What follows belongs to an exercise in optimizing a design on an open flow for small area; a production flow would make more cautious choices. Function was checked by simulation only, so behaviour that the tests miss may differ from the original. Power figures rest on the tool's default switching activity, not on a simulated workload.

==> flow/design.v, too long to show whole: its modules and the start of the top module <==
// module hispi_rx: 175 lines
// module hispi_rx_log: 1227 lines
module hispi_rx(
	input [47:0] data_in,
	output [63:0] data_out,
	output data_valid,
	output frame_start,
	input clk,
	input rst
);
  // ...
==> flow/flow/run.sh <==
#!/bin/bash
# Layout flow: the standard flow (standard.sh) with these changes:
#  - synthesis: ABC maps the logic with flow/abc_area.script (area-oriented
#    amap) instead of ORFS's abc_area.script, and Yosys's extract_fa is
#    skipped; registers come out exactly as in the standard synthesis;
#  - CTS: no dummy loads, clkbuf_8 clock buffers;
#  - port buffers: every input and output port still gets a buffer,
#    sky130_fd_sc_hd__buf_1.
# Each tool's output goes to a log file in this folder (and ORFS's own logs
# under orfs/logs).
set -euo pipefail
W=$(pwd)
cp flow/abc_area.script "$W/own_abc.script"
cat > "$W/own_synth.tcl" <<TCL
proc abc {args} {
  set i [lsearch -exact \$args -script]
  if { \$i >= 0 } { lset args [expr {\$i + 1}] $W/own_abc.script }
  yosys abc {*}\$args
}
proc extract_fa {args} { puts "extract_fa skipped" }
source $W/synth_recipe.tcl
TCL
cp config.mk own_config.mk
cat >> own_config.mk <<'MK'
export CTS_ARGS = -sink_clustering_enable -repair_clock_nets -dont_use_dummy_load -buf_list sky130_fd_sc_hd__clkbuf_8
export BUFFER_PORTS_ARGS = -buffer_cell sky130_fd_sc_hd__buf_1
MK
sed -e "s#SYNTH_SCRIPT=[^ ]*#SYNTH_SCRIPT=$W/own_synth.tcl#" \
    -e "s#DESIGN_CONFIG=[^ ]*#DESIGN_CONFIG=$W/own_config.mk#" standard.sh > own_standard.sh
grep -q "SYNTH_SCRIPT=$W/own_synth.tcl" own_standard.sh
grep -q "DESIGN_CONFIG=$W/own_config.mk" own_standard.sh
bash own_standard.sh synth > synth.log 2>&1
bash own_standard.sh finish > finish.log 2>&1
test -f out/final.def
==> flow/flow/abc_area.script <==
strash
ifraig
dc2
dch
amap
==> flow/standard.sh <==
#!/bin/bash
# synth_recipe.tcl (not shown) runs the flow's synth.tcl, then flattens the netlist and writes it again
# the make line also repeats each setting of config.mk as NAME=value (left out here)
make -C /OpenROAD-flow-scripts/flow DESIGN_CONFIG=/design/flow/config.mk WORK_HOME=/design/flow/orfs CLKGATE_MAP_FILE= SYNTH_SCRIPT=/design/flow/synth_recipe.tcl "${@:-finish}"
==> flow/config.mk <==
export PLATFORM = sky130hd
export DESIGN_NAME = hispi_rx
export DESIGN_NICKNAME = hispi_rx
export VERILOG_FILES = /design/flow/design.v
export SDC_FILE = /design/flow/constraint.sdc
export NUM_CORES = 4
export LEC_CHECK = 0
export ABC_AREA = 1
export CAP_MARGIN = 20
export CORE_MARGIN = 2
export CORE_UTILIZATION = 40
export SLEW_MARGIN = 20
export SYNTH_MEMORY_MAX_BITS = 131072
==> flow/constraint.sdc <==
create_clock -name core_clock -period 10.0 [get_ports {clk}]
set_input_delay 2.0000 -clock core_clock [delete_from_list [all_inputs] [get_ports {clk}]]
set_output_delay 2.0000 -clock core_clock [all_outputs]
set_load 0.01 [all_outputs]
==> results.txt, run 1 <==
Reg2Reg Depth: 26
Status: finished clean
Leak: 7.47 nW
Die extent in x: 225 um
# IOs: 116
Simple-gate share of the synthesized area: 30.0%
Minimum clock period: 9.26 ns
Synth Register Bits: 290
FF-to-FF setup slack: 3.34 ns
Highest routed layer: met4
Worst Setup Path Type: register to output port
Critical Path Sink: data_out[40]
Worst-path clk slew: 0.06 ns
M1 GR Usage: 42.5%
PD cells: 126 mW/mm2
Slowest cell on crit path: dfxtp_1
DRT antenna net count: 0
Share of cells above drive strength 1: 4.29%
Fin util: 45.9%
Non-clk bufs: 195
Final Hold Fails: 0
Setup TNS: 0 ns
Switching Fraction: 33.7%
Worst path top cell family by delay: compound AO/OA/AOI/OAI gates
Floorplan row count: 80
Max Fclk: 108 MHz
Hold_buf cts: 0
Yosys cell types: 57
Initial Util: 40.7%
Mapped Nets: 2956
==> inputs of run 2 (changes only) <==
==> flow/design.v (replaced) <==
module hispi_rx(
	input [47:0] data_in,
	output [63:0] data_out,
	output data_valid,
	output frame_start,
	input clk,
	input rst
);
wire [11:0] nw0, nw1, nw2, nw3;
genvar k;
generate for (k = 0; k < 12; k = k + 1) begin : g_split
	assign nw0[k] = data_in[4*k+0];
	assign nw1[k] = data_in[4*k+1];
	assign nw2[k] = data_in[4*k+2];
	assign nw3[k] = data_in[4*k+3];
end endgenerate
reg [47:12] ns0;
reg [47:0] ns1, ns2, ns3;
wire [59:12] d0 = ~{nw0, ns0};
wire [59:0] d1 = ~{nw1, ns1};
wire [59:0] d2 = ~{nw2, ns2};
wire [59:0] d3 = ~{nw3, ns3};
function [4:0] match_hi;
	input [59:24] d;
	reg [48:36] zs;    
	reg [35:24] suf;   
	reg [46:36] pre;   
	reg [11:0] m;
	integer k;
	begin
		zs[48] = ~|d[59:48];
		for (k = 47; k >= 36; k = k - 1) zs[k] = zs[k+1] & ~d[k];
		suf[35] = d[35];
		for (k = 34; k >= 24; k = k - 1) suf[k] = suf[k+1] & d[k];
		pre[36] = d[36];
		for (k = 37; k <= 46; k = k + 1) pre[k] = pre[k-1] & d[k];
		m[0] = suf[24] & zs[36];
		for (k = 1; k < 12; k = k + 1) m[k] = suf[24+k] & pre[35+k] & zs[36+k];
		match_hi = {|m, m[8] | m[9] | m[10] | m[11], m[4] | m[5] | m[6] | m[7],
			m[2] | m[3] | m[6] | m[7] | m[10] | m[11], m[1] | m[3] | m[5] | m[7] | m[9] | m[11]};
	end
endfunction
function zero_prefix;
	input [11:0] w;
	input [3:0] b;
	integer j;
	begin
		zero_prefix = 1'b1;
		for (j = 0; j < 12; j = j + 1)
			if (j < b && w[j]) zero_prefix = 1'b0;
	end
endfunction
reg [1:0] post_rst;
function [4:0] match_now;
	input [59:24] d;
	input [1:0] pr;
	begin
		if (pr[0]) match_now = {~|d[59:48], 4'd0};
		else if (pr[1]) match_now = 5'd0;
		else match_now = match_hi(d);
	end
endfunction
wire [4:0] g2_0 = match_now(d0[59:24], post_rst);
wire [4:0] g2_1 = match_now(d1[59:24], post_rst);
wire [4:0] g2_2 = match_now(d2[59:24], post_rst);
wire [4:0] g2_3 = match_now(d3[59:24], post_rst);
reg [4:0] r2_0, r2_1, r2_2, r2_3;    
reg [4:0] r1_0, r1_1, r1_2, r1_3;    
wire [4:0] g1_0 = {r2_0[4] & zero_prefix(d0[59:48], r2_0[3:0]), r2_0[3:0]};
wire [4:0] g1_1 = {r2_1[4] & zero_prefix(d1[59:48], r2_1[3:0]), r2_1[3:0]};
wire [4:0] g1_2 = {r2_2[4] & zero_prefix(d2[59:48], r2_2[3:0]), r2_2[3:0]};
wire [4:0] g1_3 = {r2_3[4] & zero_prefix(d3[59:48], r2_3[3:0]), r2_3[3:0]};
wire [4:0] g0_0 = r1_0, g0_1 = r1_1, g0_2 = r1_2, g0_3 = r1_3;
reg [3:0] bo0, bo1, bo2, bo3;
reg [1:0] wo1, wo2, wo3;
reg al1, al2, al3;
wire a0 = g1_0[4] & (g1_0[3:0] == bo0);
wire s0 = g2_0[4] & (g2_0[3:0] == bo0);
reg [3:0] state;
reg ffs;
reg [4:0] pc;
reg [31:0] h;
reg hfs;
wire in_pix = (state == 4'd8);
wire [14:0] sh0a = (bo0[3:2] == 2'd0) ? d0[26:12] : (bo0[3:2] == 2'd1) ? d0[30:16] : d0[34:20];
wire [11:0] px0 = sh0a[bo0[1:0] +: 12];
wire [11:0] code = px0;
function [11:0] pick;
	input [46:0] d;
	input [1:0] wo;
	input [3:0] bo;
	reg [22:0] w;
	reg [14:0] s;
	begin
		w = (wo == 2'd0) ? d[22:0] : (wo == 2'd1) ? d[34:12] : d[46:24];
		s = (bo[3:2] == 2'd0) ? w[14:0] : (bo[3:2] == 2'd1) ? w[18:4] : w[22:8];
		pick = s[bo[1:0] +: 12];
	end
endfunction
wire [11:0] px1 = pick(d1[46:0], wo1, bo1);
wire [11:0] px2 = pick(d2[46:0], wo2, bo2);
wire [11:0] px3 = pick(d3[46:0], wo3, bo3);
wire [7:0] y0, y1, y2, y3;
hispi_rx_log lg0 (.x(px0), .y(y0));
hispi_rx_log lg1 (.x(px1), .y(y1));
hispi_rx_log lg2 (.x(px2), .y(y2));
hispi_rx_log lg3 (.x(px3), .y(y3));
wire [31:0] grp = in_pix ? {y3, y2, y1, y0} : 32'd0;
wire gfs = in_pix & ffs;
wire dv = in_pix | (pc != 5'd0);
assign data_out = {grp, h};
assign frame_start = gfs | hfs;
assign data_valid = pc[0];
always @(posedge clk) begin
	ns0 <= {nw0, ns0[47:24]};
	ns1 <= {nw1, ns1[47:12]};
	ns2 <= {nw2, ns2[47:12]};
	ns3 <= {nw3, ns3[47:12]};
	r2_0 <= g2_0; r2_1 <= g2_1; r2_2 <= g2_2; r2_3 <= g2_3;
	r1_0 <= g1_0; r1_1 <= g1_1; r1_2 <= g1_2; r1_3 <= g1_3;
	if (g0_0[4]) bo0 <= g0_0[3:0];
	if (g0_1[4]) bo1 <= g0_1[3:0];
	if (g0_2[4]) bo2 <= g0_2[3:0];
	if (g0_3[4]) bo3 <= g0_3[3:0];
	if (a0) begin
		if (g0_1[4] && g0_1[3:0] == bo1) begin wo1 <= 2'd0; al1 <= 1'b1; end
		if (g1_1[4] && g1_1[3:0] == bo1) begin wo1 <= 2'd1; al1 <= 1'b1; end
		if (g2_1[4] && g2_1[3:0] == bo1) begin wo1 <= 2'd2; al1 <= 1'b1; end
		if (g0_2[4] && g0_2[3:0] == bo2) begin wo2 <= 2'd0; al2 <= 1'b1; end
		if (g1_2[4] && g1_2[3:0] == bo2) begin wo2 <= 2'd1; al2 <= 1'b1; end
		if (g2_2[4] && g2_2[3:0] == bo2) begin wo2 <= 2'd2; al2 <= 1'b1; end
		if (g0_3[4] && g0_3[3:0] == bo3) begin wo3 <= 2'd0; al3 <= 1'b1; end
		if (g1_3[4] && g1_3[3:0] == bo3) begin wo3 <= 2'd1; al3 <= 1'b1; end
		if (g2_3[4] && g2_3[3:0] == bo3) begin wo3 <= 2'd2; al3 <= 1'b1; end
	end
	case (state)
		4'd0: if (al1 & al2 & al3) state <= 4'd1;
		4'd1: if (s0) state <= 4'd2;
		4'd2: state <= 4'd3;
		4'd3: state <= 4'd4;
		4'd4: state <= 4'd5;
		4'd5: begin
			case (code)
				12'h001: state <= 4'd8;
				12'h003: begin ffs <= 1'b1; state <= 4'd8; end
				12'h005, 12'h007: state <= 4'd6;
				12'h013: begin ffs <= 1'b1; state <= 4'd1; end
				default: state <= 4'd1;
			endcase
		end
		4'd6: state <= 4'd7;
		4'd7: state <= 4'd1;
		4'd8: begin
			ffs <= 1'b0;
			if (s0) state <= 4'd2;
		end
		default: if (al1 & al2 & al3) state <= 4'd1;
	endcase
	if (dv) pc <= pc + 5'd1;
	h <= grp;
	hfs <= gfs;
	post_rst <= {post_rst[0], 1'b0};
	if (rst) begin
		post_rst <= 2'b01;
		r2_0[4] <= 1'b0; r2_1[4] <= 1'b0; r2_2[4] <= 1'b0; r2_3[4] <= 1'b0;
		r1_0[4] <= 1'b0; r1_1[4] <= 1'b0; r1_2[4] <= 1'b0; r1_3[4] <= 1'b0;
		bo0 <= 4'd0; bo1 <= 4'd0; bo2 <= 4'd0; bo3 <= 4'd0;
		wo1 <= 2'd0; wo2 <= 2'd0; wo3 <= 2'd0;
		al1 <= 1'b0; al2 <= 1'b0; al3 <= 1'b0;
		state <= 4'd0;
		ffs <= 1'b0;
		pc <= 5'd0;
	end
end
endmodule
module hispi_rx_log(input [11:0] x, output [7:0] y);
wire [7:0] g;
wire n_new_n100;
wire n_new_n101;
wire n_new_n102;
wire n_new_n103;
wire n_new_n104;
wire n_new_n105;
wire n_new_n106;
wire n_new_n107;
wire n_new_n108;
wire n_new_n109;
wire n_new_n110;
wire n_new_n111;
wire n_new_n112;
wire n_new_n113;
wire n_new_n114;
wire n_new_n115;
wire n_new_n116;
wire n_new_n117;
wire n_new_n118;
wire n_new_n119;
wire n_new_n120;
wire n_new_n121;
wire n_new_n122;
wire n_new_n123;
wire n_new_n124;
wire n_new_n125;
wire n_new_n126;
wire n_new_n127;
wire n_new_n128;
wire n_new_n129;
wire n_new_n130;
wire n_new_n131;
wire n_new_n132;
wire n_new_n133;
wire n_new_n134;
wire n_new_n135;
wire n_new_n136;
wire n_new_n137;
wire n_new_n138;
wire n_new_n139;
wire n_new_n140;
wire n_new_n141;
wire n_new_n142;
wire n_new_n143;
wire n_new_n144;
wire n_new_n145;
wire n_new_n146;
wire n_new_n148;
wire n_new_n149;
wire n_new_n150;
wire n_new_n151;
wire n_new_n152;
wire n_new_n153;
wire n_new_n154;
wire n_new_n155;
wire n_new_n156;
wire n_new_n157;
wire n_new_n158;
wire n_new_n159;
wire n_new_n160;
wire n_new_n161;
wire n_new_n162;
wire n_new_n163;
wire n_new_n164;
wire n_new_n165;
wire n_new_n166;
wire n_new_n167;
wire n_new_n168;
wire n_new_n169;
wire n_new_n170;
wire n_new_n171;
wire n_new_n172;
wire n_new_n173;
wire n_new_n174;
wire n_new_n175;
wire n_new_n176;
wire n_new_n177;
wire n_new_n178;
wire n_new_n179;
wire n_new_n180;
wire n_new_n181;
wire n_new_n182;
wire n_new_n183;
wire n_new_n184;
wire n_new_n185;
wire n_new_n186;
wire n_new_n187;
wire n_new_n188;
wire n_new_n189;
wire n_new_n190;
wire n_new_n191;
wire n_new_n192;
wire n_new_n193;
wire n_new_n194;
wire n_new_n195;
wire n_new_n196;
wire n_new_n197;
wire n_new_n198;
wire n_new_n199;
wire n_new_n200;
wire n_new_n201;
wire n_new_n202;
wire n_new_n204;
wire n_new_n205;
wire n_new_n206;
wire n_new_n207;
wire n_new_n208;
wire n_new_n209;
wire n_new_n21;
wire n_new_n210;
wire n_new_n211;
wire n_new_n212;
wire n_new_n213;
wire n_new_n214;
wire n_new_n215;
wire n_new_n216;
wire n_new_n217;
wire n_new_n218;
wire n_new_n219;
wire n_new_n22;
wire n_new_n220;
wire n_new_n221;
wire n_new_n222;
wire n_new_n223;
wire n_new_n224;
wire n_new_n225;
wire n_new_n226;
wire n_new_n227;
wire n_new_n228;
wire n_new_n229;
wire n_new_n23;
wire n_new_n230;
wire n_new_n231;
wire n_new_n232;
wire n_new_n233;
wire n_new_n234;
wire n_new_n235;
wire n_new_n236;
wire n_new_n237;
wire n_new_n238;
wire n_new_n239;
wire n_new_n24;
wire n_new_n240;
wire n_new_n241;
wire n_new_n242;
wire n_new_n243;
wire n_new_n244;
wire n_new_n245;
wire n_new_n246;
wire n_new_n247;
wire n_new_n248;
wire n_new_n249;
wire n_new_n25;
wire n_new_n250;
wire n_new_n251;
wire n_new_n252;
wire n_new_n253;
wire n_new_n254;
wire n_new_n255;
wire n_new_n256;
wire n_new_n257;
wire n_new_n258;
wire n_new_n259;
wire n_new_n26;
wire n_new_n260;
wire n_new_n261;
wire n_new_n262;
wire n_new_n263;
wire n_new_n264;
wire n_new_n265;
wire n_new_n266;
wire n_new_n267;
wire n_new_n268;
wire n_new_n269;
wire n_new_n27;
wire n_new_n270;
wire n_new_n271;
wire n_new_n272;
wire n_new_n273;
wire n_new_n274;
wire n_new_n275;
wire n_new_n276;
wire n_new_n277;
wire n_new_n278;
wire n_new_n279;
wire n_new_n28;
wire n_new_n280;
wire n_new_n281;
wire n_new_n282;
wire n_new_n283;
wire n_new_n284;
wire n_new_n285;
wire n_new_n286;
wire n_new_n287;
wire n_new_n288;
wire n_new_n289;
wire n_new_n29;
wire n_new_n290;
wire n_new_n291;
wire n_new_n293;
wire n_new_n294;
wire n_new_n295;
wire n_new_n296;
wire n_new_n297;
wire n_new_n298;
wire n_new_n299;
wire n_new_n30;
wire n_new_n300;
wire n_new_n301;
wire n_new_n302;
wire n_new_n303;
wire n_new_n304;
wire n_new_n305;
wire n_new_n306;
wire n_new_n307;
wire n_new_n308;
wire n_new_n309;
wire n_new_n310;
wire n_new_n311;
wire n_new_n312;
wire n_new_n313;
wire n_new_n314;
wire n_new_n315;
wire n_new_n316;
wire n_new_n317;
wire n_new_n318;
wire n_new_n319;
wire n_new_n32;
wire n_new_n320;
wire n_new_n321;
wire n_new_n322;
wire n_new_n323;
wire n_new_n324;
wire n_new_n325;
wire n_new_n326;
wire n_new_n327;
wire n_new_n328;
wire n_new_n329;
wire n_new_n33;
wire n_new_n330;
wire n_new_n331;
wire n_new_n332;
wire n_new_n333;
wire n_new_n334;
wire n_new_n335;
wire n_new_n336;
wire n_new_n337;
wire n_new_n338;
wire n_new_n339;
wire n_new_n34;
wire n_new_n340;
wire n_new_n341;
wire n_new_n342;
wire n_new_n343;
wire n_new_n344;
wire n_new_n345;
wire n_new_n346;
wire n_new_n347;
wire n_new_n348;
wire n_new_n349;
wire n_new_n35;
wire n_new_n350;
wire n_new_n351;
wire n_new_n352;
wire n_new_n353;
wire n_new_n354;
wire n_new_n355;
wire n_new_n356;
wire n_new_n357;
wire n_new_n358;
wire n_new_n359;
wire n_new_n36;
wire n_new_n360;
wire n_new_n361;
wire n_new_n362;
wire n_new_n363;
wire n_new_n364;
wire n_new_n365;
wire n_new_n366;
wire n_new_n367;
wire n_new_n368;
wire n_new_n369;
wire n_new_n37;
wire n_new_n370;
wire n_new_n371;
wire n_new_n372;
wire n_new_n373;
wire n_new_n374;
wire n_new_n375;
wire n_new_n376;
wire n_new_n377;
wire n_new_n378;
wire n_new_n379;
wire n_new_n38;
wire n_new_n380;
wire n_new_n381;
wire n_new_n382;
wire n_new_n383;
wire n_new_n384;
wire n_new_n385;
wire n_new_n386;
wire n_new_n387;
wire n_new_n388;
wire n_new_n389;
wire n_new_n39;
wire n_new_n390;
wire n_new_n391;
wire n_new_n392;
wire n_new_n393;
wire n_new_n394;
wire n_new_n395;
wire n_new_n396;
wire n_new_n397;
wire n_new_n398;
wire n_new_n399;
wire n_new_n40;
wire n_new_n400;
wire n_new_n401;
wire n_new_n402;
wire n_new_n403;
wire n_new_n404;
wire n_new_n405;
wire n_new_n406;
wire n_new_n407;
wire n_new_n408;
wire n_new_n409;
wire n_new_n41;
wire n_new_n410;
wire n_new_n412;
wire n_new_n413;
wire n_new_n414;
wire n_new_n415;
wire n_new_n416;
wire n_new_n417;
wire n_new_n418;
wire n_new_n419;
wire n_new_n42;
wire n_new_n420;
wire n_new_n421;
wire n_new_n422;
wire n_new_n423;
wire n_new_n424;
wire n_new_n425;
wire n_new_n426;
wire n_new_n427;
wire n_new_n428;
wire n_new_n429;
wire n_new_n43;
wire n_new_n430;
wire n_new_n431;
wire n_new_n432;
wire n_new_n433;
wire n_new_n434;
wire n_new_n435;
wire n_new_n436;
wire n_new_n437;
wire n_new_n438;
wire n_new_n439;
wire n_new_n44;
wire n_new_n440;
wire n_new_n441;
wire n_new_n442;
wire n_new_n443;
wire n_new_n444;
wire n_new_n445;
wire n_new_n446;
wire n_new_n447;
wire n_new_n448;
wire n_new_n449;
wire n_new_n45;
wire n_new_n450;
wire n_new_n451;
wire n_new_n452;
wire n_new_n453;
wire n_new_n454;
wire n_new_n455;
wire n_new_n456;
wire n_new_n457;
wire n_new_n458;
wire n_new_n459;
wire n_new_n46;
wire n_new_n460;
wire n_new_n461;
wire n_new_n462;
wire n_new_n463;
wire n_new_n464;
wire n_new_n465;
wire n_new_n466;
wire n_new_n467;
wire n_new_n468;
wire n_new_n469;
wire n_new_n47;
wire n_new_n470;
wire n_new_n471;
wire n_new_n472;
wire n_new_n473;
wire n_new_n474;
wire n_new_n475;
wire n_new_n476;
wire n_new_n477;
wire n_new_n478;
wire n_new_n479;
wire n_new_n48;
wire n_new_n480;
wire n_new_n481;
wire n_new_n482;
wire n_new_n483;
wire n_new_n484;
wire n_new_n485;
wire n_new_n486;
wire n_new_n487;
wire n_new_n488;
wire n_new_n489;
wire n_new_n49;
wire n_new_n490;
wire n_new_n491;
wire n_new_n492;
wire n_new_n493;
wire n_new_n494;
wire n_new_n495;
wire n_new_n496;
wire n_new_n497;
wire n_new_n498;
wire n_new_n499;
wire n_new_n50;
wire n_new_n500;
wire n_new_n501;
wire n_new_n502;
wire n_new_n503;
wire n_new_n504;
wire n_new_n505;
wire n_new_n506;
wire n_new_n507;
wire n_new_n508;
wire n_new_n509;
wire n_new_n51;
wire n_new_n510;
wire n_new_n511;
wire n_new_n512;
wire n_new_n513;
wire n_new_n514;
wire n_new_n515;
wire n_new_n516;
wire n_new_n517;
wire n_new_n518;
wire n_new_n519;
wire n_new_n52;
wire n_new_n520;
wire n_new_n521;
wire n_new_n522;
wire n_new_n523;
wire n_new_n524;
wire n_new_n525;
wire n_new_n526;
wire n_new_n527;
wire n_new_n528;
wire n_new_n529;
wire n_new_n53;
wire n_new_n530;
wire n_new_n531;
wire n_new_n532;
wire n_new_n533;
wire n_new_n534;
wire n_new_n535;
wire n_new_n536;
wire n_new_n537;
wire n_new_n538;
wire n_new_n539;
wire n_new_n54;
wire n_new_n540;
wire n_new_n541;
wire n_new_n542;
wire n_new_n543;
wire n_new_n544;
wire n_new_n545;
wire n_new_n546;
wire n_new_n547;
wire n_new_n548;
wire n_new_n549;
wire n_new_n55;
wire n_new_n550;
wire n_new_n551;
wire n_new_n552;
wire n_new_n553;
wire n_new_n554;
wire n_new_n555;
wire n_new_n556;
wire n_new_n557;
wire n_new_n558;
wire n_new_n559;
wire n_new_n56;
wire n_new_n560;
wire n_new_n561;
wire n_new_n562;
wire n_new_n563;
wire n_new_n564;
wire n_new_n565;
wire n_new_n566;
wire n_new_n567;
wire n_new_n568;
wire n_new_n569;
wire n_new_n570;
wire n_new_n571;
wire n_new_n572;
wire n_new_n573;
wire n_new_n574;
wire n_new_n575;
wire n_new_n576;
wire n_new_n577;
wire n_new_n58;
wire n_new_n59;
wire n_new_n60;
wire n_new_n61;
wire n_new_n62;
wire n_new_n63;
wire n_new_n64;
wire n_new_n65;
wire n_new_n66;
wire n_new_n67;
wire n_new_n68;
wire n_new_n69;
wire n_new_n70;
wire n_new_n71;
wire n_new_n72;
wire n_new_n73;
wire n_new_n74;
wire n_new_n75;
wire n_new_n76;
wire n_new_n77;
wire n_new_n78;
wire n_new_n79;
wire n_new_n80;
wire n_new_n81;
wire n_new_n82;
wire n_new_n83;
wire n_new_n84;
wire n_new_n86;
wire n_new_n87;
wire n_new_n88;
wire n_new_n89;
wire n_new_n90;
wire n_new_n91;
wire n_new_n92;
wire n_new_n93;
wire n_new_n94;
wire n_new_n95;
wire n_new_n96;
wire n_new_n97;
wire n_new_n98;
wire n_new_n99;
assign n_new_n21 = (~x[10] & ~x[9]);
assign n_new_n22 = (~x[11] & n_new_n21);
assign n_new_n23 = (x[8] & x[7]);
assign n_new_n24 = (x[2] & x[1]);
assign n_new_n25 = (x[3] & n_new_n24);
assign n_new_n26 = (~x[5] & ~x[4]);
assign n_new_n27 = (~n_new_n25 & n_new_n26);
assign n_new_n28 = (x[8] & ~x[6]);
assign n_new_n29 = (n_new_n27 & n_new_n28);
assign n_new_n30 = (n_new_n23 & ~n_new_n29);
assign g[7] = ~((n_new_n22 & ~n_new_n30));
assign n_new_n32 = (~x[4] & ~x[3]);
assign n_new_n33 = (x[5] & ~n_new_n32);
assign n_new_n34 = (~x[2] & ~x[1]);
assign n_new_n35 = (x[3] & ~n_new_n34);
assign n_new_n36 = (~x[3] & n_new_n34);
assign n_new_n37 = (x[5] & ~n_new_n36);
assign n_new_n38 = (~n_new_n35 & n_new_n37);
assign n_new_n39 = (~n_new_n33 & ~n_new_n38);
assign n_new_n40 = (x[6] & ~n_new_n39);
assign n_new_n41 = (~x[8] & ~x[7]);
assign n_new_n42 = (n_new_n21 & n_new_n41);
assign n_new_n43 = (~n_new_n40 & n_new_n42);
assign n_new_n44 = (x[1] & x[0]);
assign n_new_n45 = (~x[2] & ~n_new_n44);
assign n_new_n46 = (x[3] & ~n_new_n45);
assign n_new_n47 = (~x[4] & ~n_new_n46);
assign n_new_n48 = (x[8] & x[5]);
assign n_new_n49 = (~n_new_n47 & n_new_n48);
assign n_new_n50 = (~x[7] & ~x[6]);
assign n_new_n51 = (x[8] & ~n_new_n50);
assign n_new_n52 = (~n_new_n49 & ~n_new_n51);
assign n_new_n53 = (x[10] & ~n_new_n52);
assign n_new_n54 = (x[10] & x[9]);
assign n_new_n55 = (~x[11] & ~n_new_n54);
assign n_new_n56 = (~n_new_n53 & n_new_n55);
assign g[6] = (~n_new_n43 & n_new_n56);
assign n_new_n58 = (x[6] & ~n_new_n27);
assign n_new_n59 = (~x[0] & n_new_n26);
assign n_new_n60 = (n_new_n58 & ~n_new_n59);
assign n_new_n61 = (x[7] & n_new_n60);
assign n_new_n62 = (~x[3] & ~x[2]);
assign n_new_n63 = (~x[4] & n_new_n62);
assign n_new_n64 = (x[5] & ~n_new_n63);
assign n_new_n65 = (n_new_n50 & ~n_new_n64);
assign n_new_n66 = (~x[8] & ~n_new_n65);
assign n_new_n67 = (~n_new_n61 & n_new_n66);
assign n_new_n68 = (~x[11] & ~n_new_n67);
assign n_new_n69 = (~x[8] & ~x[5]);
assign n_new_n70 = (x[4] & x[3]);
assign n_new_n71 = (n_new_n24 & n_new_n70);
assign n_new_n72 = (n_new_n69 & ~n_new_n71);
assign n_new_n73 = (~n_new_n41 & ~n_new_n72);
assign n_new_n74 = (x[9] & n_new_n73);
assign n_new_n75 = (n_new_n68 & n_new_n74);
assign n_new_n76 = (x[8] & ~x[7]);
assign n_new_n77 = (x[5] & x[4]);
assign n_new_n78 = (~n_new_n62 & n_new_n77);
assign n_new_n79 = (n_new_n76 & n_new_n78);
assign n_new_n80 = (n_new_n21 & ~n_new_n51);
assign n_new_n81 = (~n_new_n79 & n_new_n80);
assign n_new_n82 = (~n_new_n68 & n_new_n81);
assign n_new_n83 = (~x[11] & x[10]);
assign n_new_n84 = (~n_new_n82 & ~n_new_n83);
assign g[5] = ~((~n_new_n75 & n_new_n84));
assign n_new_n86 = (x[2] & n_new_n44);
assign n_new_n87 = (~x[3] & ~n_new_n86);
assign n_new_n88 = (~x[8] & ~x[4]);
assign n_new_n89 = (n_new_n87 & n_new_n88);
assign n_new_n90 = (~n_new_n69 & ~n_new_n89);
assign n_new_n91 = (n_new_n68 & n_new_n90);
assign n_new_n92 = (~x[8] & n_new_n50);
assign n_new_n93 = (~x[9] & n_new_n92);
assign n_new_n94 = (x[10] & ~n_new_n93);
assign n_new_n95 = (~n_new_n91 & n_new_n94);
assign n_new_n96 = (~n_new_n25 & n_new_n88);
assign n_new_n97 = (~n_new_n69 & ~n_new_n96);
assign n_new_n98 = (~x[7] & x[6]);
assign n_new_n99 = (n_new_n97 & n_new_n98);
assign n_new_n100 = (~n_new_n44 & n_new_n63);
assign n_new_n101 = (n_new_n99 & n_new_n100);
assign n_new_n102 = (x[3] & n_new_n77);
assign n_new_n103 = (~n_new_n34 & n_new_n102);
assign n_new_n104 = (~n_new_n26 & n_new_n50);
assign n_new_n105 = (~n_new_n103 & n_new_n104);
assign n_new_n106 = (~n_new_n101 & ~n_new_n105);
assign n_new_n107 = (x[2] & n_new_n70);
assign n_new_n108 = (~x[7] & ~n_new_n88);
assign n_new_n109 = (~x[6] & ~x[5]);
assign n_new_n110 = (~n_new_n108 & n_new_n109);
assign n_new_n111 = (~n_new_n107 & n_new_n110);
assign n_new_n112 = (~n_new_n79 & ~n_new_n111);
assign n_new_n113 = (n_new_n44 & n_new_n107);
assign n_new_n114 = (~n_new_n98 & ~n_new_n113);
assign n_new_n115 = (n_new_n112 & n_new_n114);
assign n_new_n116 = (n_new_n106 & ~n_new_n115);
assign n_new_n117 = (~x[0] & n_new_n36);
assign n_new_n118 = (x[7] & x[4]);
assign n_new_n119 = (~n_new_n117 & n_new_n118);
assign n_new_n120 = (n_new_n116 & ~n_new_n119);
assign n_new_n121 = (~x[1] & ~x[0]);
assign n_new_n122 = (~x[2] & n_new_n121);
assign n_new_n123 = (n_new_n32 & n_new_n122);
assign n_new_n124 = (n_new_n48 & ~n_new_n123);
assign n_new_n125 = (n_new_n81 & ~n_new_n124);
assign n_new_n126 = (~n_new_n120 & n_new_n125);
assign n_new_n127 = (n_new_n55 & ~n_new_n126);
assign n_new_n128 = (~n_new_n95 & ~n_new_n127);
assign n_new_n129 = (~x[4] & n_new_n122);
assign n_new_n130 = (x[4] & ~n_new_n62);
assign n_new_n131 = (n_new_n87 & ~n_new_n130);
assign n_new_n132 = (x[2] & ~n_new_n121);
assign n_new_n133 = (~x[4] & ~n_new_n132);
assign n_new_n134 = (n_new_n46 & ~n_new_n133);
assign n_new_n135 = (~n_new_n131 & ~n_new_n134);
assign n_new_n136 = (~n_new_n129 & ~n_new_n135);
assign n_new_n137 = (~x[5] & ~n_new_n136);
assign n_new_n138 = (~x[5] & ~n_new_n130);
assign n_new_n139 = (x[6] & ~n_new_n138);
assign n_new_n140 = (n_new_n23 & n_new_n139);
assign n_new_n141 = (~n_new_n137 & n_new_n140);
assign n_new_n142 = (~x[10] & x[9]);
assign n_new_n143 = (n_new_n50 & n_new_n69);
assign n_new_n144 = (~n_new_n113 & n_new_n143);
assign n_new_n145 = (n_new_n142 & ~n_new_n144);
assign n_new_n146 = (~n_new_n141 & n_new_n145);
assign g[4] = ~((~n_new_n128 & ~n_new_n146));
assign n_new_n148 = (~x[8] & ~x[6]);
assign n_new_n149 = (x[4] & ~n_new_n36);
assign n_new_n150 = (n_new_n148 & ~n_new_n149);
assign n_new_n151 = (~n_new_n119 & ~n_new_n150);
assign n_new_n152 = (n_new_n33 & ~n_new_n151);
assign n_new_n153 = (x[3] & ~n_new_n122);
assign n_new_n154 = (x[8] & x[6]);
assign n_new_n155 = (n_new_n153 & n_new_n154);
assign n_new_n156 = (n_new_n152 & n_new_n155);
assign n_new_n157 = (~x[11] & ~n_new_n156);
assign n_new_n158 = (~n_new_n138 & n_new_n154);
assign n_new_n159 = (~n_new_n23 & ~n_new_n158);
assign n_new_n160 = (n_new_n157 & n_new_n159);
assign n_new_n161 = (x[9] & ~n_new_n160);
assign n_new_n162 = (x[10] & ~n_new_n143);
assign n_new_n163 = (x[7] & x[6]);
assign n_new_n164 = (~x[10] & ~n_new_n163);
assign n_new_n165 = (~n_new_n73 & n_new_n164);
assign n_new_n166 = (~n_new_n162 & ~n_new_n165);
assign n_new_n167 = (~n_new_n157 & ~n_new_n166);
assign n_new_n168 = (~n_new_n148 & ~n_new_n154);
assign n_new_n169 = (~n_new_n87 & ~n_new_n168);
assign n_new_n170 = (n_new_n26 & ~n_new_n35);
assign n_new_n171 = (n_new_n76 & ~n_new_n170);
assign n_new_n172 = (~n_new_n76 & ~n_new_n77);
assign n_new_n173 = (~n_new_n171 & ~n_new_n172);
assign n_new_n174 = (~n_new_n169 & n_new_n173);
assign n_new_n175 = (~n_new_n87 & n_new_n174);
assign n_new_n176 = (n_new_n41 & ~n_new_n175);
assign n_new_n177 = (~n_new_n54 & ~n_new_n176);
assign n_new_n178 = (~n_new_n167 & n_new_n177);
assign n_new_n179 = (~n_new_n161 & n_new_n178);
assign n_new_n180 = (x[9] & n_new_n167);
assign n_new_n181 = (~n_new_n21 & ~n_new_n180);
assign n_new_n182 = (~n_new_n179 & n_new_n181);
assign n_new_n183 = (x[4] & ~n_new_n153);
assign n_new_n184 = (x[3] & n_new_n26);
assign n_new_n185 = (n_new_n50 & ~n_new_n184);
assign n_new_n186 = (~n_new_n183 & n_new_n185);
assign n_new_n187 = (~n_new_n60 & ~n_new_n186);
assign n_new_n188 = (~x[3] & ~n_new_n132);
assign n_new_n189 = (n_new_n77 & ~n_new_n188);
assign n_new_n190 = (~x[8] & ~n_new_n189);
assign n_new_n191 = (~n_new_n187 & n_new_n190);
assign n_new_n192 = (x[7] & ~x[6]);
assign n_new_n193 = (n_new_n97 & n_new_n192);
assign n_new_n194 = (~x[5] & n_new_n163);
assign n_new_n195 = (~n_new_n119 & n_new_n194);
assign n_new_n196 = (~x[8] & x[3]);
assign n_new_n197 = (n_new_n98 & ~n_new_n196);
assign n_new_n198 = (~n_new_n138 & n_new_n197);
assign n_new_n199 = (n_new_n22 & ~n_new_n198);
assign n_new_n200 = (~n_new_n195 & n_new_n199);
assign n_new_n201 = (~n_new_n193 & n_new_n200);
assign n_new_n202 = (~n_new_n191 & n_new_n201);
assign g[3] = ~((~n_new_n182 & ~n_new_n202));
assign n_new_n204 = (~x[8] & x[5]);
assign n_new_n205 = (~n_new_n136 & n_new_n204);
assign n_new_n206 = (~n_new_n70 & n_new_n98);
assign n_new_n207 = (~n_new_n154 & ~n_new_n206);
assign n_new_n208 = (~n_new_n77 & ~n_new_n207);
assign n_new_n209 = (~n_new_n89 & n_new_n208);
assign n_new_n210 = (~n_new_n205 & n_new_n209);
assign n_new_n211 = (n_new_n163 & n_new_n204);
assign n_new_n212 = (~n_new_n117 & n_new_n211);
assign n_new_n213 = (n_new_n21 & ~n_new_n212);
assign n_new_n214 = (~n_new_n174 & n_new_n213);
assign n_new_n215 = (~n_new_n210 & n_new_n214);
assign n_new_n216 = (x[8] & x[4]);
assign n_new_n217 = (~n_new_n88 & ~n_new_n216);
assign n_new_n218 = (x[5] & ~n_new_n217);
assign n_new_n219 = (~n_new_n48 & ~n_new_n69);
assign n_new_n220 = (x[7] & ~n_new_n88);
assign n_new_n221 = (n_new_n86 & n_new_n220);
assign n_new_n222 = (~n_new_n219 & n_new_n221);
assign n_new_n223 = (~n_new_n218 & ~n_new_n222);
assign n_new_n224 = (~x[6] & n_new_n35);
assign n_new_n225 = (~n_new_n223 & n_new_n224);
assign n_new_n226 = (~x[8] & x[7]);
assign n_new_n227 = (~x[6] & n_new_n226);
assign n_new_n228 = (~x[5] & ~n_new_n63);
assign n_new_n229 = (n_new_n227 & ~n_new_n228);
assign n_new_n230 = (x[3] & x[2]);
assign n_new_n231 = (n_new_n88 & n_new_n230);
assign n_new_n232 = (~n_new_n62 & n_new_n143);
assign n_new_n233 = (~n_new_n231 & n_new_n232);
assign n_new_n234 = (~n_new_n229 & ~n_new_n233);
assign n_new_n235 = (~n_new_n25 & ~n_new_n234);
assign n_new_n236 = (~n_new_n225 & ~n_new_n235);
assign n_new_n237 = (n_new_n215 & n_new_n236);
assign n_new_n238 = (n_new_n88 & ~n_new_n153);
assign n_new_n239 = (~x[5] & n_new_n238);
assign n_new_n240 = (x[4] & ~n_new_n87);
assign n_new_n241 = (n_new_n109 & ~n_new_n240);
assign n_new_n242 = (~x[7] & ~n_new_n148);
assign n_new_n243 = (~n_new_n241 & n_new_n242);
assign n_new_n244 = (~n_new_n239 & n_new_n243);
assign n_new_n245 = (x[4] & ~n_new_n188);
assign n_new_n246 = (~x[5] & ~n_new_n245);
assign n_new_n247 = (~n_new_n69 & ~n_new_n238);
assign n_new_n248 = (~n_new_n246 & n_new_n247);
assign n_new_n249 = (n_new_n192 & ~n_new_n248);
assign n_new_n250 = (n_new_n142 & ~n_new_n249);
assign n_new_n251 = (~n_new_n244 & n_new_n250);
assign n_new_n252 = (x[10] & ~x[9]);
assign n_new_n253 = (~n_new_n23 & ~n_new_n41);
assign n_new_n254 = (n_new_n58 & n_new_n253);
assign n_new_n255 = (~n_new_n50 & ~n_new_n76);
assign n_new_n256 = (~x[3] & ~n_new_n24);
assign n_new_n257 = (n_new_n88 & n_new_n256);
assign n_new_n258 = (n_new_n204 & ~n_new_n257);
assign n_new_n259 = (~n_new_n255 & ~n_new_n258);
assign n_new_n260 = (~n_new_n29 & ~n_new_n259);
assign n_new_n261 = (~n_new_n254 & n_new_n260);
assign n_new_n262 = (n_new_n252 & ~n_new_n261);
assign n_new_n263 = (x[6] & n_new_n49);
assign n_new_n264 = (x[6] & x[5]);
assign n_new_n265 = (~x[4] & ~n_new_n230);
assign n_new_n266 = (n_new_n264 & ~n_new_n265);
assign n_new_n267 = (~n_new_n253 & ~n_new_n266);
assign n_new_n268 = (n_new_n54 & ~n_new_n267);
assign n_new_n269 = (~n_new_n263 & n_new_n268);
assign n_new_n270 = (~n_new_n262 & ~n_new_n269);
assign n_new_n271 = (~n_new_n251 & n_new_n270);
assign n_new_n272 = (~n_new_n237 & n_new_n271);
assign n_new_n273 = (~x[11] & ~n_new_n272);
assign n_new_n274 = (n_new_n23 & ~n_new_n39);
assign n_new_n275 = (~n_new_n150 & ~n_new_n274);
assign n_new_n276 = (~x[9] & ~n_new_n275);
assign n_new_n277 = (~n_new_n100 & n_new_n163);
assign n_new_n278 = (n_new_n276 & n_new_n277);
assign n_new_n279 = (x[9] & n_new_n52);
assign n_new_n280 = (~n_new_n119 & n_new_n165);
assign n_new_n281 = (~n_new_n33 & n_new_n50);
assign n_new_n282 = (x[8] & n_new_n252);
assign n_new_n283 = (~n_new_n281 & n_new_n282);
assign n_new_n284 = (~n_new_n32 & n_new_n264);
assign n_new_n285 = (~x[7] & n_new_n142);
assign n_new_n286 = (~n_new_n284 & n_new_n285);
assign n_new_n287 = (x[11] & ~n_new_n286);
assign n_new_n288 = (~n_new_n283 & n_new_n287);
assign n_new_n289 = (~n_new_n280 & n_new_n288);
assign n_new_n290 = (~n_new_n279 & n_new_n289);
assign n_new_n291 = (~n_new_n278 & n_new_n290);
assign g[2] = (~n_new_n273 & ~n_new_n291);
assign n_new_n293 = (n_new_n76 & n_new_n109);
assign n_new_n294 = (n_new_n123 & n_new_n293);
assign n_new_n295 = (~x[8] & ~n_new_n50);
assign n_new_n296 = (n_new_n142 & ~n_new_n295);
assign n_new_n297 = (~n_new_n294 & n_new_n296);
assign n_new_n298 = (~n_new_n23 & ~n_new_n47);
assign n_new_n299 = (n_new_n64 & ~n_new_n298);
assign n_new_n300 = (n_new_n240 & n_new_n299);
assign n_new_n301 = (x[5] & ~n_new_n100);
assign n_new_n302 = (n_new_n148 & ~n_new_n301);
assign n_new_n303 = (x[10] & ~n_new_n41);
assign n_new_n304 = (~n_new_n302 & n_new_n303);
assign n_new_n305 = (~n_new_n300 & n_new_n304);
assign n_new_n306 = (~n_new_n276 & n_new_n305);
assign n_new_n307 = (~n_new_n297 & ~n_new_n306);
assign n_new_n308 = (x[7] & n_new_n154);
assign n_new_n309 = (n_new_n41 & n_new_n116);
assign n_new_n310 = (~n_new_n308 & ~n_new_n309);
assign n_new_n311 = (~x[10] & ~x[5]);
assign n_new_n312 = (~n_new_n149 & n_new_n311);
assign n_new_n313 = (~n_new_n310 & ~n_new_n312);
assign n_new_n314 = (~n_new_n307 & ~n_new_n313);
assign n_new_n315 = (~x[8] & n_new_n163);
assign n_new_n316 = (n_new_n21 & ~n_new_n315);
assign n_new_n317 = (~n_new_n215 & ~n_new_n316);
assign n_new_n318 = (n_new_n255 & ~n_new_n317);
assign n_new_n319 = (x[11] & ~n_new_n318);
assign n_new_n320 = (~n_new_n314 & n_new_n319);
assign n_new_n321 = (x[11] & ~n_new_n170);
assign n_new_n322 = (~x[8] & ~n_new_n70);
assign n_new_n323 = (~x[5] & ~n_new_n71);
assign n_new_n324 = (x[8] & n_new_n323);
assign n_new_n325 = (~n_new_n322 & ~n_new_n324);
assign n_new_n326 = (~n_new_n35 & n_new_n88);
assign n_new_n327 = (~n_new_n258 & n_new_n326);
assign n_new_n328 = (n_new_n77 & ~n_new_n256);
assign n_new_n329 = (~x[6] & ~n_new_n328);
assign n_new_n330 = (~n_new_n327 & n_new_n329);
assign n_new_n331 = (~n_new_n325 & n_new_n330);
assign n_new_n332 = (n_new_n32 & ~n_new_n45);
assign n_new_n333 = (n_new_n62 & ~n_new_n332);
assign n_new_n334 = (x[4] & ~n_new_n132);
assign n_new_n335 = (n_new_n46 & ~n_new_n334);
assign n_new_n336 = (~x[5] & ~n_new_n335);
assign n_new_n337 = (~n_new_n333 & n_new_n336);
assign n_new_n338 = (x[5] & ~x[4]);
assign n_new_n339 = (~x[7] & ~n_new_n87);
assign n_new_n340 = (n_new_n338 & n_new_n339);
assign n_new_n341 = (~n_new_n25 & ~n_new_n36);
assign n_new_n342 = (n_new_n33 & ~n_new_n341);
assign n_new_n343 = (~x[7] & ~n_new_n342);
assign n_new_n344 = (~n_new_n340 & n_new_n343);
assign n_new_n345 = (~n_new_n337 & n_new_n344);
assign n_new_n346 = (~n_new_n331 & ~n_new_n345);
assign n_new_n347 = (~n_new_n321 & ~n_new_n346);
assign n_new_n348 = (n_new_n318 & n_new_n347);
assign n_new_n349 = (n_new_n163 & ~n_new_n257);
assign n_new_n350 = (n_new_n70 & ~n_new_n174);
assign n_new_n351 = (n_new_n349 & ~n_new_n350);
assign n_new_n352 = (~n_new_n39 & ~n_new_n113);
assign n_new_n353 = (n_new_n154 & ~n_new_n174);
assign n_new_n354 = (~n_new_n352 & n_new_n353);
assign n_new_n355 = (~n_new_n351 & ~n_new_n354);
assign n_new_n356 = (~n_new_n299 & ~n_new_n355);
assign n_new_n357 = (~x[8] & ~n_new_n136);
assign n_new_n358 = (n_new_n33 & ~n_new_n133);
assign n_new_n359 = (x[8] & n_new_n358);
assign n_new_n360 = (n_new_n216 & ~n_new_n256);
assign n_new_n361 = (~x[5] & ~n_new_n360);
assign n_new_n362 = (n_new_n50 & ~n_new_n361);
assign n_new_n363 = (~n_new_n359 & n_new_n362);
assign n_new_n364 = (~n_new_n357 & n_new_n363);
assign n_new_n365 = (x[1] & ~n_new_n70);
assign n_new_n366 = (x[2] & ~n_new_n365);
assign n_new_n367 = (x[4] & ~x[0]);
assign n_new_n368 = (x[2] & ~n_new_n367);
assign n_new_n369 = (n_new_n365 & ~n_new_n368);
assign n_new_n370 = (n_new_n143 & ~n_new_n369);
assign n_new_n371 = (~n_new_n366 & n_new_n370);
assign n_new_n372 = (n_new_n21 & ~n_new_n371);
assign n_new_n373 = (~n_new_n364 & n_new_n372);
assign n_new_n374 = (~n_new_n356 & n_new_n373);
assign n_new_n375 = (n_new_n48 & n_new_n245);
assign n_new_n376 = (n_new_n50 & n_new_n375);
assign n_new_n377 = (~n_new_n92 & ~n_new_n163);
assign n_new_n378 = (~n_new_n170 & ~n_new_n377);
assign n_new_n379 = (~n_new_n154 & ~n_new_n378);
assign n_new_n380 = (~n_new_n78 & ~n_new_n379);
assign n_new_n381 = (~x[3] & n_new_n45);
assign n_new_n382 = (~n_new_n35 & n_new_n163);
assign n_new_n383 = (~n_new_n381 & n_new_n382);
assign n_new_n384 = (n_new_n26 & n_new_n227);
assign n_new_n385 = (n_new_n41 & n_new_n264);
assign n_new_n386 = (n_new_n142 & ~n_new_n385);
assign n_new_n387 = (~n_new_n384 & n_new_n386);
assign n_new_n388 = (~n_new_n383 & n_new_n387);
assign n_new_n389 = (~n_new_n380 & n_new_n388);
assign n_new_n390 = (~n_new_n376 & n_new_n389);
assign n_new_n391 = (~n_new_n300 & n_new_n390);
assign n_new_n392 = (~n_new_n100 & ~n_new_n107);
assign n_new_n393 = (n_new_n154 & n_new_n392);
assign n_new_n394 = (~n_new_n227 & ~n_new_n393);
assign n_new_n395 = (n_new_n39 & ~n_new_n394);
assign n_new_n396 = (~n_new_n58 & ~n_new_n76);
assign n_new_n397 = (~n_new_n254 & ~n_new_n396);
assign n_new_n398 = (~n_new_n45 & n_new_n163);
assign n_new_n399 = (n_new_n102 & n_new_n398);
assign n_new_n400 = (n_new_n252 & ~n_new_n399);
assign n_new_n401 = (~n_new_n397 & n_new_n400);
assign n_new_n402 = (~n_new_n395 & n_new_n401);
assign n_new_n403 = (n_new_n54 & ~n_new_n163);
assign n_new_n404 = (~n_new_n281 & n_new_n403);
assign n_new_n405 = (~n_new_n152 & n_new_n404);
assign n_new_n406 = (~x[11] & ~n_new_n405);
assign n_new_n407 = (~n_new_n402 & n_new_n406);
assign n_new_n408 = (~n_new_n391 & n_new_n407);
assign n_new_n409 = (~n_new_n374 & n_new_n408);
assign n_new_n410 = (~n_new_n348 & ~n_new_n409);
assign g[1] = (~n_new_n320 & n_new_n410);
assign n_new_n412 = (x[6] & ~n_new_n64);
assign n_new_n413 = (~x[9] & x[5]);
assign n_new_n414 = (~x[3] & ~n_new_n413);
assign n_new_n415 = (n_new_n322 & ~n_new_n414);
assign n_new_n416 = (x[9] & ~x[4]);
assign n_new_n417 = (~n_new_n415 & ~n_new_n416);
assign n_new_n418 = (~n_new_n412 & n_new_n417);
assign n_new_n419 = (~x[7] & ~n_new_n418);
assign n_new_n420 = (x[5] & n_new_n349);
assign n_new_n421 = (~n_new_n50 & ~n_new_n420);
assign n_new_n422 = (~x[9] & n_new_n88);
assign n_new_n423 = (~n_new_n230 & n_new_n422);
assign n_new_n424 = (~n_new_n421 & ~n_new_n423);
assign n_new_n425 = (~n_new_n419 & ~n_new_n424);
assign n_new_n426 = (~n_new_n117 & n_new_n385);
assign n_new_n427 = (~n_new_n23 & ~n_new_n426);
assign n_new_n428 = (x[9] & ~n_new_n113);
assign n_new_n429 = (~n_new_n427 & n_new_n428);
assign n_new_n430 = (x[10] & ~n_new_n429);
assign n_new_n431 = (~n_new_n425 & n_new_n430);
assign n_new_n432 = (~n_new_n60 & n_new_n226);
assign n_new_n433 = (~n_new_n99 & n_new_n112);
assign n_new_n434 = (~n_new_n432 & n_new_n433);
assign n_new_n435 = (n_new_n142 & ~n_new_n434);
assign n_new_n436 = (x[8] & ~n_new_n171);
assign n_new_n437 = (n_new_n329 & n_new_n436);
assign n_new_n438 = (~n_new_n69 & ~n_new_n326);
assign n_new_n439 = (x[6] & ~n_new_n438);
assign n_new_n440 = (~x[7] & ~n_new_n168);
assign n_new_n441 = (~n_new_n323 & n_new_n440);
assign n_new_n442 = (n_new_n102 & n_new_n226);
assign n_new_n443 = (n_new_n316 & ~n_new_n442);
assign n_new_n444 = (~n_new_n441 & n_new_n443);
assign n_new_n445 = (~n_new_n439 & n_new_n444);
assign n_new_n446 = (~n_new_n437 & n_new_n445);
assign n_new_n447 = (x[11] & ~n_new_n446);
assign n_new_n448 = (~n_new_n435 & n_new_n447);
assign n_new_n449 = (~n_new_n431 & n_new_n448);
assign n_new_n450 = (~n_new_n267 & ~n_new_n332);
assign n_new_n451 = (~n_new_n50 & n_new_n246);
assign n_new_n452 = (~x[6] & n_new_n138);
assign n_new_n453 = (~n_new_n139 & ~n_new_n452);
assign n_new_n454 = (~n_new_n451 & ~n_new_n453);
assign n_new_n455 = (n_new_n33 & ~n_new_n71);
assign n_new_n456 = (~n_new_n129 & n_new_n455);
assign n_new_n457 = (~n_new_n454 & ~n_new_n456);
assign n_new_n458 = (~n_new_n450 & ~n_new_n457);
assign n_new_n459 = (~n_new_n204 & ~n_new_n458);
assign n_new_n460 = (n_new_n35 & ~n_new_n459);
assign n_new_n461 = (n_new_n32 & ~n_new_n69);
assign n_new_n462 = (~n_new_n36 & n_new_n69);
assign n_new_n463 = (~n_new_n461 & ~n_new_n462);
assign n_new_n464 = (n_new_n62 & n_new_n367);
assign n_new_n465 = (~n_new_n335 & ~n_new_n464);
assign n_new_n466 = (~n_new_n463 & n_new_n465);
assign n_new_n467 = (~n_new_n132 & n_new_n338);
assign n_new_n468 = (n_new_n163 & ~n_new_n467);
assign n_new_n469 = (~n_new_n466 & n_new_n468);
assign n_new_n470 = (~n_new_n460 & n_new_n469);
assign n_new_n471 = (~n_new_n24 & n_new_n184);
assign n_new_n472 = (n_new_n227 & ~n_new_n471);
assign n_new_n473 = (~n_new_n38 & n_new_n472);
assign n_new_n474 = (~n_new_n137 & n_new_n473);
assign n_new_n475 = (~n_new_n34 & n_new_n245);
assign n_new_n476 = (n_new_n337 & n_new_n475);
assign n_new_n477 = (~n_new_n121 & n_new_n149);
assign n_new_n478 = (n_new_n45 & ~n_new_n477);
assign n_new_n479 = (n_new_n33 & ~n_new_n132);
assign n_new_n480 = (~n_new_n478 & n_new_n479);
assign n_new_n481 = (n_new_n44 & ~n_new_n461);
assign n_new_n482 = (~x[4] & x[2]);
assign n_new_n483 = (~x[5] & ~x[3]);
assign n_new_n484 = (~n_new_n482 & ~n_new_n483);
assign n_new_n485 = (~n_new_n121 & ~n_new_n484);
assign n_new_n486 = (~n_new_n481 & n_new_n485);
assign n_new_n487 = (~x[4] & ~x[1]);
assign n_new_n488 = (~n_new_n59 & n_new_n487);
assign n_new_n489 = (~n_new_n64 & n_new_n488);
assign n_new_n490 = (n_new_n92 & ~n_new_n489);
assign n_new_n491 = (~n_new_n486 & n_new_n490);
assign n_new_n492 = (~n_new_n480 & n_new_n491);
assign n_new_n493 = (~n_new_n476 & n_new_n492);
assign n_new_n494 = (n_new_n21 & ~n_new_n493);
assign n_new_n495 = (~n_new_n474 & n_new_n494);
assign n_new_n496 = (~n_new_n86 & ~n_new_n122);
assign n_new_n497 = (n_new_n69 & ~n_new_n496);
assign n_new_n498 = (n_new_n133 & ~n_new_n456);
assign n_new_n499 = (~x[3] & x[0]);
assign n_new_n500 = (n_new_n69 & n_new_n499);
assign n_new_n501 = (~n_new_n46 & ~n_new_n500);
assign n_new_n502 = (x[4] & ~n_new_n501);
assign n_new_n503 = (~n_new_n34 & ~n_new_n86);
assign n_new_n504 = (n_new_n88 & ~n_new_n503);
assign n_new_n505 = (~n_new_n188 & ~n_new_n504);
assign n_new_n506 = (~n_new_n502 & n_new_n505);
assign n_new_n507 = (~n_new_n498 & n_new_n506);
assign n_new_n508 = (~n_new_n497 & ~n_new_n507);
assign n_new_n509 = (~n_new_n87 & ~n_new_n112);
assign n_new_n510 = (n_new_n98 & ~n_new_n461);
assign n_new_n511 = (~n_new_n509 & n_new_n510);
assign n_new_n512 = (~n_new_n508 & n_new_n511);
assign n_new_n513 = (~x[7] & n_new_n132);
assign n_new_n514 = (n_new_n256 & ~n_new_n513);
assign n_new_n515 = (n_new_n106 & n_new_n514);
assign n_new_n516 = (~n_new_n69 & ~n_new_n148);
assign n_new_n517 = (~n_new_n217 & n_new_n516);
assign n_new_n518 = (n_new_n515 & n_new_n517);
assign n_new_n519 = (~x[5] & ~n_new_n46);
assign n_new_n520 = (x[7] & ~n_new_n87);
assign n_new_n521 = (~n_new_n381 & ~n_new_n520);
assign n_new_n522 = (~n_new_n519 & n_new_n521);
assign n_new_n523 = (x[4] & ~n_new_n522);
assign n_new_n524 = (n_new_n28 & ~n_new_n340);
assign n_new_n525 = (~n_new_n523 & n_new_n524);
assign n_new_n526 = (~n_new_n515 & n_new_n525);
assign n_new_n527 = (~n_new_n518 & ~n_new_n526);
assign n_new_n528 = (~n_new_n512 & n_new_n527);
assign n_new_n529 = (n_new_n495 & n_new_n528);
assign n_new_n530 = (~n_new_n470 & n_new_n529);
assign n_new_n531 = (~n_new_n44 & ~n_new_n453);
assign n_new_n532 = (~n_new_n106 & ~n_new_n531);
assign n_new_n533 = (~n_new_n193 & n_new_n375);
assign n_new_n534 = (n_new_n33 & ~n_new_n240);
assign n_new_n535 = (n_new_n193 & ~n_new_n375);
assign n_new_n536 = (~n_new_n534 & n_new_n535);
assign n_new_n537 = (~n_new_n533 & ~n_new_n536);
assign n_new_n538 = (~n_new_n532 & n_new_n537);
assign n_new_n539 = (~x[9] & ~n_new_n538);
assign n_new_n540 = (n_new_n109 & n_new_n265);
assign n_new_n541 = (~n_new_n154 & ~n_new_n412);
assign n_new_n542 = (~n_new_n324 & ~n_new_n541);
assign n_new_n543 = (~n_new_n540 & ~n_new_n542);
assign n_new_n544 = (x[7] & ~n_new_n543);
assign n_new_n545 = (n_new_n40 & n_new_n41);
assign n_new_n546 = (x[10] & ~n_new_n545);
assign n_new_n547 = (~n_new_n544 & n_new_n546);
assign n_new_n548 = (~n_new_n539 & n_new_n547);
assign n_new_n549 = (n_new_n338 & n_new_n514);
assign n_new_n550 = (x[8] & ~n_new_n228);
assign n_new_n551 = (~n_new_n549 & n_new_n550);
assign n_new_n552 = (n_new_n69 & n_new_n392);
assign n_new_n553 = (n_new_n329 & ~n_new_n552);
assign n_new_n554 = (x[7] & ~n_new_n553);
assign n_new_n555 = (~n_new_n551 & ~n_new_n554);
assign n_new_n556 = (~n_new_n458 & n_new_n555);
assign n_new_n557 = (~n_new_n60 & ~n_new_n155);
assign n_new_n558 = (x[7] & ~n_new_n231);
assign n_new_n559 = (~n_new_n358 & n_new_n558);
assign n_new_n560 = (~n_new_n557 & n_new_n559);
assign n_new_n561 = (x[9] & ~n_new_n560);
assign n_new_n562 = (~n_new_n556 & n_new_n561);
assign n_new_n563 = (~n_new_n548 & ~n_new_n562);
assign n_new_n564 = (~n_new_n530 & n_new_n563);
assign n_new_n565 = (n_new_n27 & ~n_new_n339);
assign n_new_n566 = (~x[8] & n_new_n246);
assign n_new_n567 = (~n_new_n565 & ~n_new_n566);
assign n_new_n568 = (x[6] & ~n_new_n520);
assign n_new_n569 = (~n_new_n170 & n_new_n227);
assign n_new_n570 = (~n_new_n568 & ~n_new_n569);
assign n_new_n571 = (~n_new_n567 & n_new_n570);
assign n_new_n572 = (n_new_n557 & ~n_new_n571);
assign n_new_n573 = (n_new_n138 & n_new_n308);
assign n_new_n574 = (n_new_n54 & ~n_new_n573);
assign n_new_n575 = (~n_new_n572 & n_new_n574);
assign n_new_n576 = (~x[11] & ~n_new_n575);
assign n_new_n577 = (~n_new_n564 & n_new_n576);
assign g[0] = ~((~n_new_n449 & ~n_new_n577));
assign y[7] = g[7];
assign y[6] = y[7] ^ g[6];
assign y[5] = y[6] ^ g[5];
assign y[4] = y[5] ^ g[4];
assign y[3] = y[4] ^ g[3];
assign y[2] = y[3] ^ g[2];
assign y[1] = y[2] ^ g[1];
assign y[0] = y[1] ^ g[0];
endmodule
==> flow/flow/run.sh (replaced) <==
#!/bin/bash
# Layout flow: the standard flow (standard.sh) with these changes:
#  - synthesis: ABC maps the logic with area-oriented scripts (flow/abc*.script)
#    instead of ORFS's abc_area.script, and Yosys's extract_fa is skipped.
#    The synthesis is run once per script and the one with the smallest cell
#    area is kept. Registers come out exactly as in the standard synthesis
#    (ABC only maps the logic between them).
#  - CTS: no dummy loads, clkbuf_16 clock buffers, clusters of up to 20 sinks;
#  - port buffers: every input and output port still gets a buffer,
#    sky130_fd_sc_hd__buf_1.
# Each tool's output goes to a log file in this folder (and ORFS's own logs
# under orfs*/logs).
set -euo pipefail
W=$(pwd)
cp config.mk own_config.mk
cat >> own_config.mk <<'MK'
export CTS_ARGS = -sink_clustering_enable -repair_clock_nets -dont_use_dummy_load -buf_list sky130_fd_sc_hd__clkbuf_16 -sink_clustering_size 20 -sink_clustering_max_diameter 100
export BUFFER_PORTS_ARGS = -buffer_cell sky130_fd_sc_hd__buf_1
MK
# own_synth_<n>.tcl: synth_recipe.tcl with ABC script <n> and no extract_fa
mk_synth() {
  cat > "$W/own_synth_$1.tcl" <<TCL
proc abc {args} {
  set i [lsearch -exact \$args -script]
  if { \$i >= 0 } { lset args [expr {\$i + 1}] $W/flow/abc$1.script }
  yosys abc {*}\$args
}
proc extract_fa {args} { puts "extract_fa skipped" }
source $W/synth_recipe.tcl
TCL
}
# own_standard_<n>.sh: standard.sh with that synthesis, in work home $2
mk_std() {
  sed -e "s#SYNTH_SCRIPT=[^ ]*#SYNTH_SCRIPT=$W/own_synth_$1.tcl#" \
      -e "s#DESIGN_CONFIG=[^ ]*#DESIGN_CONFIG=$W/own_config.mk#" \
      -e "s#WORK_HOME=[^ ]*#WORK_HOME=$2#" standard.sh > "own_standard_$1.sh"
  grep -q "SYNTH_SCRIPT=$W/own_synth_$1.tcl" "own_standard_$1.sh"
  grep -q "WORK_HOME=$2 " "own_standard_$1.sh"
}
best=""; best_area=""
for f in flow/abc*.script; do
  n=$(basename "$f" .script); n=${n#abc}
  mk_synth "$n"
  mk_std "$n" "$W/orfs_try$n"
  bash "own_standard_$n.sh" synth > "synth_try$n.log" 2>&1 &
done
wait
for f in flow/abc*.script; do
  n=$(basename "$f" .script); n=${n#abc}
  st="$W/orfs_try$n/reports/sky130hd/hispi_rx/base/synth_stat.txt"
  a=$(grep -m1 "Chip area for module" "$st" | awk '{print $NF}') || continue
  echo "script $n: area $a" >> synth_choice.log
  if [[ -z "$best" ]] || awk -v a="$a" -v b="$best_area" 'BEGIN{exit !(a < b)}'; then
    best=$n; best_area=$a
  fi
done
echo "chosen: script $best ($best_area)" >> synth_choice.log
mk_std "$best" "$W/orfs"
cp "own_standard_$best.sh" own_standard.sh
bash own_standard.sh synth > synth.log 2>&1
bash own_standard.sh finish > finish.log 2>&1
test -f out/final.def
==> flow/flow/abc1.script (new file) <==
strash
ifraig
dc2
dch
amap
==> flow/flow/abc2.script (new file) <==
strash
dc2
dc2
dch
amap
==> flow/flow/abc3.script (new file) <==
strash
dc2
dch
amap
==> flow/flow/abc4.script (new file) <==
strash
dch
amap
==> flow/flow/abc5.script (new file) <==
strash
dc2
dch
amap
strash
dc2
dch
amap
==> flow/flow/abc6.script (new file) <==
strash
&get -n
&dch -f
&nf -R 1000 -p -a
&put
--- a/flow/config.mk
+++ b/flow/config.mk
@@ -4,10 +4,11 @@
 export VERILOG_FILES = /design/flow/design.v
 export SDC_FILE = /design/flow/constraint.sdc
 export NUM_CORES = 4
 export LEC_CHECK = 0
 export ABC_AREA = 1
 export CAP_MARGIN = 20
 export CORE_MARGIN = 2
 export CORE_UTILIZATION = 40
+export GPL_TIMING_DRIVEN = 0
 export SLEW_MARGIN = 20
 export SYNTH_MEMORY_MAX_BITS = 131072
removed: flow/flow/abc_area.script
==> run 2 against run 1 <==
- still clean
- critical path depth fell by 9
- sequential power about the same
- power is 1.2% higher
- combinational power rose by 16%
- die area fell by 3.1%
- utilization about the same
- clock power decreased by 13%
- critical path type unchanged
- critical endpoint is now data_out[48]
==> results.txt, run 2 <==
GRT overflow: 0
Ant. Diodes: 0
Clock Path Buffers: 3
Final Cell Area: 0.0214 mm2
Total Routing Usage GR: 32.2%
Routed len/inst: 23.1 um
Startpoint Class: register
Synth area leaders: dfxtp_1 31%, nor2_1 15%, clkinv_1 6.3%
Ys Warns: 1
Final Hold Fails: 0 (unchanged)
Crit-path max FO: 19
First-pass GRT wire length: 127 mm
Max Slew Vio Count: 0
Leak: 7.16 nW (-4.2%)
Multi-input logic area: 0.0122 mm2
Slew headroom: 19.5%
HP Class: register to register
Sequential area share after synthesis: 30.8%
Cell Area, Synth: 0.0188 mm2
Initial Util: 40.5% (-0.19 points)
Most common cell in the synthesized netlist: nor2_1
# IOs: 116 (unchanged)
Fin util: 45.9% (about the same)
Worst Setup Path Type: register to output port
# H-tree levels: 1
Placed cell count: 3561
CTS sink cnt: 290
Nets@finish: 3044
Cts bufs inserted: 20
Mapped Nets: 2864 (-3.1%)
Most frequent cells in the layout: 736 x nor2_1, 299 x clkinv_1, 286 x dfxtp_1, 194 x nand2_1, 174 x nor3_1
Status: finished clean
Vias in the first global route: 21900
Max Fclk: 104 MHz (-3.9%)
Commonest cells in the synthesized netlist: 750 x nor2_1, 315 x clkinv_1, 290 x dfxtp_1, 196 x nand2_1, 177 x nor3_1
CTS tree: yes
Die extent in x: 221 um (-1.6%)
DIE AREA: 0.0489 mm2
DRT antenna net count: 0 (unchanged)
Worst clock skew: 0.112 ns
Initial antenna violation count: 0
Sequential cell area: 0.00582 mm2
CP required: 8.00 ns
Worst setup margin: 0.359 ns
Fin Hold WS: 0.275 ns
Pre-CTS setup slack: -0.101 ns
Die height: 221 um
Via density: 6.72
Reg2Reg Depth: 29 (+12%)
Clock latency on the worst-skew pair: 0.57 ns
Pre-Repair DR Iteration Count: 9
Synth top area share: 30.8%
I/O Buffers: 115
Core ar.: 0.0466 mm2
Minimum clock period: 9.64 ns (+0.380 ns)
Synth-to-Final Area Change: 13.5%
DRC: 0
Setup violations, final: 0
Area after DPL: 0.0205 mm2
DRT iter0 DRCs: 4002
Yosys cell types: 58 (+1.8%)
Number of synthesized flops with an enable pin: 0
Avg Cell Area, Syn: 6.70 um2
Crit path DAT: 7.64 ns
Vias: 24200
FILL cells: 4805
Crit. End Element: output port
VDD IR-drop max: 0.162 mV
PD cells: 131 mW/mm2 (+3.9%)
CTS root buf: clkbuf_16
Share of cells above drive strength 1: 4.68% (+0.39 points)
Final period utilization: 96.4%
Finished Layout Cells: 3599
Max_cap viols: 0
DRT Wirelength: 83.3 mm
Largest net degree at the start of global routing: 39
Most used DFF post-synth: dfxtp_1
Regs by FF count: ns1 (48), ns2 (48), ns3 (48)
Synth Register Bits: 290 (unchanged)
Slew @ Worst Pin: 1.19 ns
Synth area leader: dfxtp_1
Commonest non-fill, non-tap cell in the layout: nor2_1
Worst-path clk slew: 0.09 ns (+0.03 ns)
Async set-reset flop share out of synthesis: 0%
GPL Wtd Cong: 1.02
Cells after Synth: 2814
Floorplan row count: 79 (-1.3%)
HPWL Detailed: 63.0 mm
Hold depth: 0
[run 2: cell types whose count changed after synthesis, sizes merged, moves of 19 or more]
cell and delta:
o21ai -20, o221ai -19, a21oi -26, nor3 +38, o21a +19, nor2 -44
[run 2: cells by family after synthesis]
| group | after synthesis | share of synthesized area, % |
|---|---|---|
| buffers and inverters | 315 | 6.27 |
| AOI/OAI and AO/OA | 863 | 32.0 |
| and+or+nand+nor | 1346 | 30.9 |
| DFF | 290 | 30.8 |
[run 2: final cells by class]
| class | instances | share of cell area, % |
|---|---|---|
| Inverter | 315 | 5.76 |
| Tap cell | 607 | 3.55 |
| Clock buffer | 20 | 2.34 |
| Multi-Input combinational cell | 2209 | 57.1 |
| Sequential cell | 290 | 27.2 |
| Timing Repair Buffer | 158 | 4.05 |
[run 2: metrics by stage]
step | TNS [ns] | power [mW]
after global routing | -0.0366 | 2.92
after CTS | 0 | 2.77
after floorplan | 0 | 1.76
after detailed placement | -0.101 | 2.04
after global placement | -20.25 | 2.03
final | 0 | 2.80
[run 2: report_power, final]
part	internal, mW	switching [mW]	total, mW
Clock	0.353	0.385	0.738
Combinational	0.234	0.541	0.775
Sequential	1.23	0.0500	1.28
Total	1.82	0.976	2.80
[run 2: layer usage]
| layer | GRT usage [%] | share of wire, % | up-vias |
|---|---|---|---|
| li1 | - | - | 10800 |
| met1 | 43.7 | 41 | 11200 |
| met2 | 50.3 | 43 | 1777 |
| met3 | 4.85 | 10 | 424 |
| met4 | 14.5 | 5.7 | 0 |
| met5 | 0 | 0 | - |
[run 2: what timing repair did]
action,4_1_cts,5_1_grt
hold buffers,0,0
pin swaps,0,14
endpoints found under the setup margin,7,12
buffers inserted,0,17
gates resized for setup,13,52
[run 2: final timing paths]
path           start           end  slack [ns]
max           bo2[1]  data_out[48]        0.36
min reg2reg  ns1[44]       ns1[32]        0.28
max reg2reg   wo3[1]         h[24]        2.89
min          ns1[44]       ns1[32]        0.28
[run 2: critical path: stages (launching register included)]
cell       delay (ns)
dfxtp_1          0.87
clkinv_1         0.73
o22ai_2          0.87
clkinv_1         0.54
nor2_2           0.49
clkinv_1         0.45
nor2_1           0.51
clkinv_1         0.13
o32a_1           0.35
o32a_1           0.19
a2111oi_0        0.66
o32a_1           0.27
nand2_1          0.06
o21ai_1          0.22
o21ai_0          0.22
nor2_1           0.13
nand2b_1         0.10
nor2b_1          0.15
buf_1            0.17

Check on run 2: ideal ports give 0.359 ns setup slack; a clkbuf_16 on the clock port and buf_2 on the inputs give 0.301 ns; moving port delays by the midpoint clock arrival (0.570 ns) as well gives 0.870 ns.
